This is an optimization exercise on Yosys and OpenROAD, whose aim is a short achievable clock period and few clock cycles, not a production implementation.
Function was checked by simulation only, so behaviour that the tests miss may differ from the original.

==> job 1324 <==
==> flow/design.v (excerpt) <==
module single_cycle_cpu (
    input  logic        clk,
    input  logic        rst,
    output logic [31:0] imem_addr,
    input  logic [31:0] imem_rdata,
    output logic [31:0] dmem_addr,
    output logic [63:0] dmem_wdata,
    output logic        dmem_we,
    input  logic [63:0] dmem_rdata
);
    localparam int NB = 16;                
    logic [63:0]   pc_f;
    logic          v_d;
    logic [31:0]   ir_d;
    logic [63:0]   pc_d;
    logic [63:0]   pc4_d;        
    logic          in4_d;        
    logic [13:0]   tlo_d;        
    logic          tsg_d;        
    logic [50:0]   hip_d, him_d;  
    wire  [63:0]   tgt = {(tlo_d[13] == tsg_d) ? pc_d[63:13] : (tlo_d[13] ? hip_d : him_d),
                          tlo_d[12:0]};
    logic [63:0]   ra_d, rb_d;   
    logic [NB-1:0] hv_d;         
    logic          hb_d;         
    logic          cf_d;         
    logic          pt_d;         
    logic          fold_d;       
    logic [9:0]    ft_d;         
    logic [9:0]    t_d;          
    logic          v_e, wr_e, we_e, br_e, cf_e, ld_e, pe_e, hb_e, lg_e, sub_e, orr_e;
    logic [NB-1:0] hv_e;
    logic [4:0]    rd_e, rs1_e, rs2_e;
    logic [63:0]   a_e, b_e, sd_e;
    logic [31:0]   ar_e;
    logic [63:0]   pc_e, tgt_e, ft_e;
    logic          inft_e, intgt_e;
    logic          v_w, wr_w, br_w, cf_w, tk_w, hb_w;
    logic [NB-1:0] hv_w;
    logic [4:0]    rd_w;
    logic [63:0]   w_res, pc_w, tgt_w, ft_w;
    logic [31:1]   wen_w;        
    logic          wr_x;         
    logic [4:0]    rd_x;
    logic [63:0]   x_res;
    wire [NB-1:0]    bv, bbr, bcf, bfv, bpe;
    wire [NB*10-1:0] ba, bt, bf;
    logic          f_in;
    logic [NB-1:0] fh;
    logic [9:0]    f_t, f_f;
    always_comb begin
        f_t = 10'd0;
        f_f = 10'd0;
        for (int i = 0; i < NB; i++) begin
  ...
Settings: LEC_CHECK=0, CAP_MARGIN=20, CORE_MARGIN=2, CORE_UTILIZATION=65, PLACE_DENSITY=0.75, SLEW_MARGIN=20, SYNTH_HIERARCHICAL=1, SYNTH_MINIMUM_KEEP_SIZE=0; clock period 11.0 ns.
standard.sh (not shown) runs the stock make flow with config.mk's settings and CLKGATE_MAP_FILE= SYNTH_SCRIPT=/design/flow/synth_recipe.tcl, a recipe that flattens the netlist after the stock synthesis.
==> flow/flow/run.sh <==
#!/bin/bash
set -euo pipefail
bash standard.sh ADDER_MAP_FILE= SETUP_SLACK_MARGIN=7 TNS_END_PERCENT=5 \
    "BUFFER_PORTS_ARGS=-buffer_cell sky130_fd_sc_hd__buf_4" finish > run_make.log 2>&1
==> job 9812 (differences from job 1324) <==
--- a/flow/design.v
+++ b/flow/design.v
@@ -81,29 +81,10 @@
     input  logic [W-1:0] d,
     output logic [W-1:0] q
 );
     always_ff @(posedge clk) q <= d;
 endmodule
-module reg_dec (
-    input  logic [4:0]  x,
-    output logic [31:1] y
-);
-    always_comb
-        for (int i = 1; i < 32; i++)
-            y[i] = (x == i);
-endmodule
-module reg_pick (
-    input  logic [31*64-1:0] d,        
-    input  logic [31:1]      s,
-    output logic [63:0]      q
-);
-    always_comb begin
-        q = 64'd0;
-        for (int i = 1; i < 32; i++)
-            q = q | (d[(i-1)*64 +: 64] & {64{s[i]}});
-    end
-endmodule
 module single_cycle_cpu (
     input  logic        clk,
     input  logic        rst,
     output logic [31:0] imem_addr,
     input  logic [31:0] imem_rdata,
@@ -116,11 +97,10 @@
     logic [63:0]   pc_f;
     logic          v_d;
     logic [31:0]   ir_d;
     logic [63:0]   pc_d;
     logic [63:0]   pc4_d;        
-    logic          in4_d;        
     logic [13:0]   tlo_d;        
     logic          tsg_d;        
     logic [50:0]   hip_d, him_d;  
     wire  [63:0]   tgt = {(tlo_d[13] == tsg_d) ? pc_d[63:13] : (tlo_d[13] ? hip_d : him_d),
                           tlo_d[12:0]};
@@ -136,22 +116,21 @@
     logic [NB-1:0] hv_e;
     logic [4:0]    rd_e, rs1_e, rs2_e;
     logic [63:0]   a_e, b_e, sd_e;
     logic [31:0]   ar_e;
     logic [63:0]   pc_e, tgt_e, ft_e;
-    logic          inft_e, intgt_e;
     logic          v_w, wr_w, br_w, cf_w, tk_w, hb_w;
     logic [NB-1:0] hv_w;
     logic [4:0]    rd_w;
     logic [63:0]   w_res, pc_w, tgt_w, ft_w;
     logic [31:1]   wen_w;        
     logic          wr_x;         
     logic [4:0]    rd_x;
     logic [63:0]   x_res;
     wire [NB-1:0]    bv, bbr, bcf, bfv, bpe;
     wire [NB*10-1:0] ba, bt, bf;
-    logic          f_in;
+    wire           f_in = (pc_f[63:12] == 52'd0) && (pc_f[1:0] == 2'd0);
     logic [NB-1:0] fh;
     logic [9:0]    f_t, f_f;
     always_comb begin
         f_t = 10'd0;
         f_f = 10'd0;
@@ -190,16 +169,12 @@
             else if (wen_w[g])
                 q <= w_res;
         end
         assign rfv[g*64 +: 64] = q;
     end
-    wire [31:1] sel_ra, sel_rb;
-    wire [63:0] ra_f, rb_f;
-    reg_dec  u_dra (.x(imem_rdata[19:15]), .y(sel_ra));
-    reg_dec  u_drb (.x(imem_rdata[24:20]), .y(sel_rb));
-    reg_pick u_pra (.d(rfv[32*64-1:64]), .s(sel_ra), .q(ra_f));
-    reg_pick u_prb (.d(rfv[32*64-1:64]), .s(sel_rb), .q(rb_f));
+    wire [63:0] ra_f = rfv[imem_rdata[19:15]*64 +: 64];
+    wire [63:0] rb_f = rfv[imem_rdata[24:20]*64 +: 64];
     logic      st_p;
     wire       stall  = v_d && st_p;
     wire [6:0] op_f   = imem_rdata[6:0];
     wire [2:0] f3_f   = imem_rdata[14:12];
     wire       ld_f   = (op_f == 7'b0000011);
@@ -263,12 +238,10 @@
     wire [63:0] b_ot  = (fb && !is_ai) ? e_oth : (is_ai ? imm_i : b_c);
     wire [63:0] b_nx  = (fb && !is_ai && e_sum) ? (sum ^ {64{sub}}) : (b_ot ^ {64{sub}});
     wire [31:0] ar_nx;
     sx_add #(.W(32), .K(12), .LK(4), .LH(5)) u_agu (.a(a_c[31:0]), .b(imm_ls), .s(ar_nx));
     wire [63:0] ft      = fold_d ? {52'd0, ft_d, 2'd0} : pc4_d;
-    wire        inft_d  = fold_d || in4_d;
-    wire        intgt_d = (tgt[63:12] == 52'd0) && (tgt[1:0] == 2'd0);
     wire        d_taken = is_br && (hb_d ? pt_d : same);
     wire        dir_d = cf_d ? pt_d : d_taken;
     wire        d_redir = v_d && !stall && (dir_d != pt_d);
     wire [63:0] d_rpc   = pt_d ? ft : (cf_d ? {52'd0, t_d, 2'd0} : tgt);
     wire [63:0] bb_e = b_e;
@@ -285,14 +258,10 @@
     assign dmem_wdata = sd_e;
     assign dmem_we    = we_e;
     wire go = v_d && !stall && !mis;
     wire [63:0] pc_nx = rst ? 64'd0 : mis ? e_rpc : d_redir ? d_rpc : stall ? pc_f : f_next;
     always_ff @(posedge clk) pc_f <= pc_nx;
-    wire in_fn = f_pt || f_fold || (f_in && (pc_f[11:2] != 10'h3ff));
-    wire in_dr = pt_d ? inft_d : (cf_d || intgt_d);
-    always_ff @(posedge clk)
-        f_in <= rst || (mis ? (pe_e ? inft_e : intgt_e) : d_redir ? in_dr : stall ? f_in : in_fn);
     out_reg #(.W(32)) u_imem_addr (.clk(clk), .d(pc_nx[31:0]), .q(imem_addr));
     always_ff @(posedge clk) begin
         if (rst)
             v_d <= 1'b0;
         else if (mis || d_redir)
@@ -301,11 +270,10 @@
             v_d <= 1'b1;
         if (!stall) begin
             ir_d   <= imem_rdata;
             pc_d   <= pc_f;
             pc4_d  <= {f_inc, pc_f[1:0]};
-            in4_d  <= f_in && (pc_f[11:2] != 10'h3ff);
             tlo_d  <= tlo_f;
             tsg_d  <= imem_rdata[31];
             hip_d  <= pc_f[63:13] ^ hcu;
             him_d  <= pc_f[63:13] ^ hcd;
             ra_d   <= rst_q ? 64'd0 : ra_f;
@@ -351,12 +319,10 @@
         hv_e  <= hv_d;
         hb_e  <= hb_d;
         pc_e  <= pc_d;
         tgt_e <= cf_d ? {52'd0, t_d, 2'd0} : tgt;
         ft_e  <= ft;
-        inft_e  <= inft_d;
-        intgt_e <= cf_d || intgt_d;
     end
     always_ff @(posedge clk) begin
         if (rst) begin
             v_w  <= 1'b0;
             wr_w <= 1'b0;
@@ -388,75 +354,48 @@
     wire in_e   = (pc_e[63:12] == 52'd0) && (pc_e[1:0] == 2'd0);
     wire in_tw  = (tgt_w[63:12] == 52'd0) && (tgt_w[1:0] == 2'd0);
     wire in_te  = (tgt_e[63:12] == 52'd0) && (tgt_e[1:0] == 2'd0);
     wire seq_ew = v_w && in_w && in_e && (pc_w[11:2] + 10'd1 == pc_e[11:2]);
     wire same_e = (rs1_e == rs2_e);
-    logic       q_br, q_uc, q_df, q_ncf, q_seq, q_cfb, q_cfx;
-    logic [9:0] q_aw, q_tw, q_te, q_pe1;
-    always_ff @(posedge clk) begin
-        if (rst) begin
-            q_br <= 1'b0;
-            q_uc <= 1'b0;
-            q_cfb <= 1'b0;
-        end else begin
-            q_br  <= br_w && tk_w && !hb_w && in_w && in_tw;
-            q_uc  <= br_e && same_e && in_te;
-            q_cfb <= br_e && !same_e && in_te && (pc_e[11:2] != 10'h3ff) &&
-                     ((rs1_e == rd_w && rs2_e == 5'd0) || (rs2_e == rd_w && rs1_e == 5'd0));
-        end
-        q_df  <= cf_w && (ft_w == pc_e);
-        q_ncf <= !cf_w;
-        q_seq <= seq_ew;
-        q_cfx <= !br_w && !cf_w && wr_w;
-        q_aw  <= pc_w[11:2];
-        q_tw  <= tgt_w[11:2];
-        q_te  <= tgt_e[11:2];
-        q_pe1 <= pc_e[11:2] + 10'd1;
-    end
-    wire rq_br = q_br;
-    wire rq_df = q_uc && q_df;
-    wire rq_uf = q_uc && q_ncf && q_seq;
-    wire rq_cf = q_cfb && q_seq && q_cfx;
+    wire rq_br = br_w && tk_w && !hb_w && in_w && in_tw;
+    wire uc_e  = br_e && same_e && in_te;
+    wire rq_df = uc_e && cf_w && (ft_w == pc_e);
+    wire rq_uf = uc_e && !cf_w && seq_ew;
+    wire rq_cf = br_e && !same_e && in_te && seq_ew && (pc_e[11:2] != 10'h3ff) &&
+                 !br_w && !cf_w && wr_w &&
+                 ((rs1_e == rd_w && rs2_e == 5'd0) || (rs2_e == rd_w && rs1_e == 5'd0));
     logic        rq_v;
     logic [1:0]  rq_k;
     logic [9:0]  rq_a, rq_t, rq_f;
     always_ff @(posedge clk) begin
         if (rst)
             rq_v <= 1'b0;
         else
             rq_v <= rq_br || rq_uf || rq_df || rq_cf;
-        rq_a <= q_aw;
+        rq_a <= pc_w[11:2];
         if (rq_br) begin
             rq_k <= K_BR;
-            rq_t <= q_tw;
+            rq_t <= tgt_w[11:2];
         end else begin
             rq_k <= rq_cf ? K_CF : (rq_df ? K_DF : K_UF);
-            rq_t <= q_te;
+            rq_t <= tgt_e[11:2];
         end
-        rq_f <= rq_cf ? q_pe1 : q_te;
+        rq_f <= rq_cf ? pc_e[11:2] + 10'd1 : tgt_e[11:2];
     end
     logic [NB-1:0] rm, rm_nx;
     logic [NB-1:0] vp;         
-    logic [NB-1:0] usedb;      
-    always_ff @(posedge clk) begin
-        if (rst)
-            usedb <= '0;
-        else
-            usedb <= (usedb & ~(vp & {NB{!alloc}})) | fh;
-    end
     wire rq_hit = |rm;
     wire alloc  = rq_v && !rq_hit && (rq_k == K_BR || rq_k == K_UF || rq_k == K_CF);
-    wire same_a = (rq_a == q_aw);
+    wire same_a = (rq_a == pc_w[11:2]);
     always_comb
         for (int i = 0; i < NB; i++)
-            rm_nx[i] = (bv[i] && (ba[i*10 +: 10] == q_aw) && !(alloc && vp[i])) ||
-                       (alloc && vp[i] && same_a);
+            rm_nx[i] = (bv[i] && (ba[i*10 +: 10] == pc_w[11:2])) || (alloc && vp[i] && same_a);
     always_ff @(posedge clk) rm <= rm_nx;
     always_ff @(posedge clk) begin
         if (rst)
             vp <= {{(NB-1){1'b0}}, 1'b1};
-        else if (alloc || |(vp & usedb))
+        else if (alloc)
             vp <= {vp[NB-2:0], vp[NB-1]};
     end
     wire upd_en = br_w || cf_w;
     for (g = 0; g < NB; g++) begin : btb
         logic       v, br, cf, fv;
- CORE_UTILIZATION: 65 -> 50
- PLACE_DENSITY: 0.75 -> not set
==> job 8385 (differences from job 1324) <==
--- a/flow/design.v
+++ b/flow/design.v
@@ -72,38 +72,10 @@
     assign dn = hi ^ cd;
     wire c  = lo[K];
     wire sg = b[K-1];
     assign s = {(c == sg) ? hi : (c ? up : dn), lo[K-1:0]};
 endmodule
-module out_reg #(
-    parameter int W = 32
-) (
-    input  logic         clk,
-    input  logic [W-1:0] d,
-    output logic [W-1:0] q
-);
-    always_ff @(posedge clk) q <= d;
-endmodule
-module reg_dec (
-    input  logic [4:0]  x,
-    output logic [31:1] y
-);
-    always_comb
-        for (int i = 1; i < 32; i++)
-            y[i] = (x == i);
-endmodule
-module reg_pick (
-    input  logic [31*64-1:0] d,        
-    input  logic [31:1]      s,
-    output logic [63:0]      q
-);
-    always_comb begin
-        q = 64'd0;
-        for (int i = 1; i < 32; i++)
-            q = q | (d[(i-1)*64 +: 64] & {64{s[i]}});
-    end
-endmodule
 module single_cycle_cpu (
     input  logic        clk,
     input  logic        rst,
     output logic [31:0] imem_addr,
     input  logic [31:0] imem_rdata,
@@ -115,17 +87,11 @@
     localparam int NB = 16;                
     logic [63:0]   pc_f;
     logic          v_d;
     logic [31:0]   ir_d;
     logic [63:0]   pc_d;
-    logic [63:0]   pc4_d;        
-    logic          in4_d;        
-    logic [13:0]   tlo_d;        
-    logic          tsg_d;        
-    logic [50:0]   hip_d, him_d;  
-    wire  [63:0]   tgt = {(tlo_d[13] == tsg_d) ? pc_d[63:13] : (tlo_d[13] ? hip_d : him_d),
-                          tlo_d[12:0]};
+    logic [63:0]   pc4_d, tgt;   
     logic [63:0]   ra_d, rb_d;   
     logic [NB-1:0] hv_d;         
     logic          hb_d;         
     logic          cf_d;         
     logic          pt_d;         
@@ -136,22 +102,21 @@
     logic [NB-1:0] hv_e;
     logic [4:0]    rd_e, rs1_e, rs2_e;
     logic [63:0]   a_e, b_e, sd_e;
     logic [31:0]   ar_e;
     logic [63:0]   pc_e, tgt_e, ft_e;
-    logic          inft_e, intgt_e;
     logic          v_w, wr_w, br_w, cf_w, tk_w, hb_w;
     logic [NB-1:0] hv_w;
     logic [4:0]    rd_w;
     logic [63:0]   w_res, pc_w, tgt_w, ft_w;
     logic [31:1]   wen_w;        
     logic          wr_x;         
     logic [4:0]    rd_x;
     logic [63:0]   x_res;
     wire [NB-1:0]    bv, bbr, bcf, bfv, bpe;
     wire [NB*10-1:0] ba, bt, bf;
-    logic          f_in;
+    wire           f_in = (pc_f[63:12] == 52'd0) && (pc_f[1:0] == 2'd0);
     logic [NB-1:0] fh;
     logic [9:0]    f_t, f_f;
     always_comb begin
         f_t = 10'd0;
         f_f = 10'd0;
@@ -165,20 +130,16 @@
     wire        f_cf   = |(fh & bcf);
     wire        f_pt   = |(fh & bpe);
     wire        f_fold = |(fh & bfv);
     wire [61:0] f_inc;
     inc_add #(.N(62), .L(6)) u_finc (.x(pc_f[63:2]), .y(f_inc));
-    wire [13:0] tlo_f;
-    wire [50:0] hcu, hcd;
-    ks_add #(.W(14), .L(4)) u_tlo (.a({1'b0, pc_f[12:0]}),
-        .b({1'b0, imem_rdata[31], imem_rdata[7], imem_rdata[30:25], imem_rdata[11:8], 1'b0}),
-        .cin(1'b0), .s(tlo_f));
-    pre_and #(.N(51), .L(6)) u_hcu (.x(pc_f[63:13]), .y(hcu));
-    pre_and #(.N(51), .L(6)) u_hcd (.x(~pc_f[63:13]), .y(hcd));
-    wire [63:0] f_next = {f_inc[61:11],
-                          f_pt ? {1'b0, f_t} : f_fold ? {1'b0, f_f} : f_inc[10:0],
-                          pc_f[1:0]};
+    wire [63:0] tgt_f;
+    sx_add #(.W(64), .K(13), .LK(4), .LH(6)) u_tgt (.a(pc_f),
+        .b({imem_rdata[31], imem_rdata[7], imem_rdata[30:25], imem_rdata[11:8], 1'b0}), .s(tgt_f));
+    wire [63:0] f_next = f_pt ? {52'd0, f_t, 2'd0} :
+                         f_fold ? {52'd0, f_f, 2'd0} : {f_inc, pc_f[1:0]};
+    assign imem_addr = pc_f[31:0];
     logic             rst_q;
     always_ff @(posedge clk) rst_q <= rst;
     wire [32*64-1:0]  rfv;
     assign rfv[63:0] = 64'd0;
     genvar g;
@@ -190,16 +151,12 @@
             else if (wen_w[g])
                 q <= w_res;
         end
         assign rfv[g*64 +: 64] = q;
     end
-    wire [31:1] sel_ra, sel_rb;
-    wire [63:0] ra_f, rb_f;
-    reg_dec  u_dra (.x(imem_rdata[19:15]), .y(sel_ra));
-    reg_dec  u_drb (.x(imem_rdata[24:20]), .y(sel_rb));
-    reg_pick u_pra (.d(rfv[32*64-1:64]), .s(sel_ra), .q(ra_f));
-    reg_pick u_prb (.d(rfv[32*64-1:64]), .s(sel_rb), .q(rb_f));
+    wire [63:0] ra_f = rfv[imem_rdata[19:15]*64 +: 64];
+    wire [63:0] rb_f = rfv[imem_rdata[24:20]*64 +: 64];
     logic      st_p;
     wire       stall  = v_d && st_p;
     wire [6:0] op_f   = imem_rdata[6:0];
     wire [2:0] f3_f   = imem_rdata[14:12];
     wire       ld_f   = (op_f == 7'b0000011);
@@ -263,12 +220,10 @@
     wire [63:0] b_ot  = (fb && !is_ai) ? e_oth : (is_ai ? imm_i : b_c);
     wire [63:0] b_nx  = (fb && !is_ai && e_sum) ? (sum ^ {64{sub}}) : (b_ot ^ {64{sub}});
     wire [31:0] ar_nx;
     sx_add #(.W(32), .K(12), .LK(4), .LH(5)) u_agu (.a(a_c[31:0]), .b(imm_ls), .s(ar_nx));
     wire [63:0] ft      = fold_d ? {52'd0, ft_d, 2'd0} : pc4_d;
-    wire        inft_d  = fold_d || in4_d;
-    wire        intgt_d = (tgt[63:12] == 52'd0) && (tgt[1:0] == 2'd0);
     wire        d_taken = is_br && (hb_d ? pt_d : same);
     wire        dir_d = cf_d ? pt_d : d_taken;
     wire        d_redir = v_d && !stall && (dir_d != pt_d);
     wire [63:0] d_rpc   = pt_d ? ft : (cf_d ? {52'd0, t_d, 2'd0} : tgt);
     wire [63:0] bb_e = b_e;
@@ -283,17 +238,20 @@
     wire [63:0] e_rpc = pe_e ? ft_e : tgt_e;
     assign dmem_addr  = ar_e;
     assign dmem_wdata = sd_e;
     assign dmem_we    = we_e;
     wire go = v_d && !stall && !mis;
-    wire [63:0] pc_nx = rst ? 64'd0 : mis ? e_rpc : d_redir ? d_rpc : stall ? pc_f : f_next;
-    always_ff @(posedge clk) pc_f <= pc_nx;
-    wire in_fn = f_pt || f_fold || (f_in && (pc_f[11:2] != 10'h3ff));
-    wire in_dr = pt_d ? inft_d : (cf_d || intgt_d);
-    always_ff @(posedge clk)
-        f_in <= rst || (mis ? (pe_e ? inft_e : intgt_e) : d_redir ? in_dr : stall ? f_in : in_fn);
-    out_reg #(.W(32)) u_imem_addr (.clk(clk), .d(pc_nx[31:0]), .q(imem_addr));
+    always_ff @(posedge clk) begin
+        if (rst)
+            pc_f <= 64'd0;
+        else if (mis)
+            pc_f <= e_rpc;
+        else if (d_redir)
+            pc_f <= d_rpc;
+        else if (!stall)
+            pc_f <= f_next;
+    end
     always_ff @(posedge clk) begin
         if (rst)
             v_d <= 1'b0;
         else if (mis || d_redir)
             v_d <= 1'b0;
@@ -301,15 +259,11 @@
             v_d <= 1'b1;
         if (!stall) begin
             ir_d   <= imem_rdata;
             pc_d   <= pc_f;
             pc4_d  <= {f_inc, pc_f[1:0]};
-            in4_d  <= f_in && (pc_f[11:2] != 10'h3ff);
-            tlo_d  <= tlo_f;
-            tsg_d  <= imem_rdata[31];
-            hip_d  <= pc_f[63:13] ^ hcu;
-            him_d  <= pc_f[63:13] ^ hcd;
+            tgt    <= tgt_f;
             ra_d   <= rst_q ? 64'd0 : ra_f;
             rb_d   <= rst_q ? 64'd0 : rb_f;
             hv_d   <= fh;
             hb_d   <= f_hb;
             cf_d   <= f_cf;
@@ -351,12 +305,10 @@
         hv_e  <= hv_d;
         hb_e  <= hb_d;
         pc_e  <= pc_d;
         tgt_e <= cf_d ? {52'd0, t_d, 2'd0} : tgt;
         ft_e  <= ft;
-        inft_e  <= inft_d;
-        intgt_e <= cf_d || intgt_d;
     end
     always_ff @(posedge clk) begin
         if (rst) begin
             v_w  <= 1'b0;
             wr_w <= 1'b0;
@@ -388,75 +340,48 @@
     wire in_e   = (pc_e[63:12] == 52'd0) && (pc_e[1:0] == 2'd0);
     wire in_tw  = (tgt_w[63:12] == 52'd0) && (tgt_w[1:0] == 2'd0);
     wire in_te  = (tgt_e[63:12] == 52'd0) && (tgt_e[1:0] == 2'd0);
     wire seq_ew = v_w && in_w && in_e && (pc_w[11:2] + 10'd1 == pc_e[11:2]);
     wire same_e = (rs1_e == rs2_e);
-    logic       q_br, q_uc, q_df, q_ncf, q_seq, q_cfb, q_cfx;
-    logic [9:0] q_aw, q_tw, q_te, q_pe1;
-    always_ff @(posedge clk) begin
-        if (rst) begin
-            q_br <= 1'b0;
-            q_uc <= 1'b0;
-            q_cfb <= 1'b0;
-        end else begin
-            q_br  <= br_w && tk_w && !hb_w && in_w && in_tw;
-            q_uc  <= br_e && same_e && in_te;
-            q_cfb <= br_e && !same_e && in_te && (pc_e[11:2] != 10'h3ff) &&
-                     ((rs1_e == rd_w && rs2_e == 5'd0) || (rs2_e == rd_w && rs1_e == 5'd0));
-        end
-        q_df  <= cf_w && (ft_w == pc_e);
-        q_ncf <= !cf_w;
-        q_seq <= seq_ew;
-        q_cfx <= !br_w && !cf_w && wr_w;
-        q_aw  <= pc_w[11:2];
-        q_tw  <= tgt_w[11:2];
-        q_te  <= tgt_e[11:2];
-        q_pe1 <= pc_e[11:2] + 10'd1;
-    end
-    wire rq_br = q_br;
-    wire rq_df = q_uc && q_df;
-    wire rq_uf = q_uc && q_ncf && q_seq;
-    wire rq_cf = q_cfb && q_seq && q_cfx;
+    wire rq_br = br_w && tk_w && !hb_w && in_w && in_tw;
+    wire uc_e  = br_e && same_e && in_te;
+    wire rq_df = uc_e && cf_w && (ft_w == pc_e);
+    wire rq_uf = uc_e && !cf_w && seq_ew;
+    wire rq_cf = br_e && !same_e && in_te && seq_ew && (pc_e[11:2] != 10'h3ff) &&
+                 !br_w && !cf_w && wr_w &&
+                 ((rs1_e == rd_w && rs2_e == 5'd0) || (rs2_e == rd_w && rs1_e == 5'd0));
     logic        rq_v;
     logic [1:0]  rq_k;
     logic [9:0]  rq_a, rq_t, rq_f;
     always_ff @(posedge clk) begin
         if (rst)
             rq_v <= 1'b0;
         else
             rq_v <= rq_br || rq_uf || rq_df || rq_cf;
-        rq_a <= q_aw;
+        rq_a <= pc_w[11:2];
         if (rq_br) begin
             rq_k <= K_BR;
-            rq_t <= q_tw;
+            rq_t <= tgt_w[11:2];
         end else begin
             rq_k <= rq_cf ? K_CF : (rq_df ? K_DF : K_UF);
-            rq_t <= q_te;
+            rq_t <= tgt_e[11:2];
         end
-        rq_f <= rq_cf ? q_pe1 : q_te;
+        rq_f <= rq_cf ? pc_e[11:2] + 10'd1 : tgt_e[11:2];
     end
     logic [NB-1:0] rm, rm_nx;
     logic [NB-1:0] vp;         
-    logic [NB-1:0] usedb;      
-    always_ff @(posedge clk) begin
-        if (rst)
-            usedb <= '0;
-        else
-            usedb <= (usedb & ~(vp & {NB{!alloc}})) | fh;
-    end
     wire rq_hit = |rm;
     wire alloc  = rq_v && !rq_hit && (rq_k == K_BR || rq_k == K_UF || rq_k == K_CF);
-    wire same_a = (rq_a == q_aw);
+    wire same_a = (rq_a == pc_w[11:2]);
     always_comb
         for (int i = 0; i < NB; i++)
-            rm_nx[i] = (bv[i] && (ba[i*10 +: 10] == q_aw) && !(alloc && vp[i])) ||
-                       (alloc && vp[i] && same_a);
+            rm_nx[i] = (bv[i] && (ba[i*10 +: 10] == pc_w[11:2])) || (alloc && vp[i] && same_a);
     always_ff @(posedge clk) rm <= rm_nx;
     always_ff @(posedge clk) begin
         if (rst)
             vp <= {{(NB-1){1'b0}}, 1'b1};
-        else if (alloc || |(vp & usedb))
+        else if (alloc)
             vp <= {vp[NB-2:0], vp[NB-1]};
     end
     wire upd_en = br_w || cf_w;
     for (g = 0; g < NB; g++) begin : btb
         logic       v, br, cf, fv;
- CORE_UTILIZATION: 65 -> 50
- PLACE_DENSITY: 0.75 -> not set
==> notes <==
- Job 8385 completed without violations. Job 9812 passed the timing, design-rule and antenna checks. Job 1324 ran to the end with no violations.
- The lowest non-clock buffer count belongs to job 9812, the highest to job 1324.
- Via count, highest first: job 1324, job 8385, job 9812.
- Maximum frequency: job 8385 > job 9812 > job 1324.
- Final cell count: job 1324 > job 9812 > job 8385.
- Against job 8385, the die area of job 9812 is higher by about 1.1%.
Testbench counts of job 1324, summed over its fixed seeds: cycles 103,397.
Testbench counts of job 9812, summed over its fixed seeds: cycles 103,378.
Testbench counts of job 8385, summed over its fixed seeds: cycles 103,378.

## re-timing with driven ports
Ports are ideal in the flow. The routed layouts listed here were re-timed in OpenROAD. Step 1 sets driving cells, clkbuf_16 on the clock port and buf_2 on the other inputs (assumed; they add their load-dependent delay and slew). Step 2 also shifts input and output timing later by t, the mid clock arrival at the registers, as if the neighbouring blocks saw the same clock. a / b / c = ideal / step 1 / step 2; a / b = the first two.
run	shift t [ns]	setup slack, ns	cell pins on the clock port's net
job 1324	1.113	6.417 / 6.377 / 5.264	1
job 9812	1.123	6.431 / 6.495 / 5.372	1
job 8385	1.133	6.515 / 6.515 / 5.516	1
After both steps every run listed still meets setup and hold. The setup slack of job 1324, which loses most, moves by -0.040 ns with the drivers and by -1.153 ns with both steps.
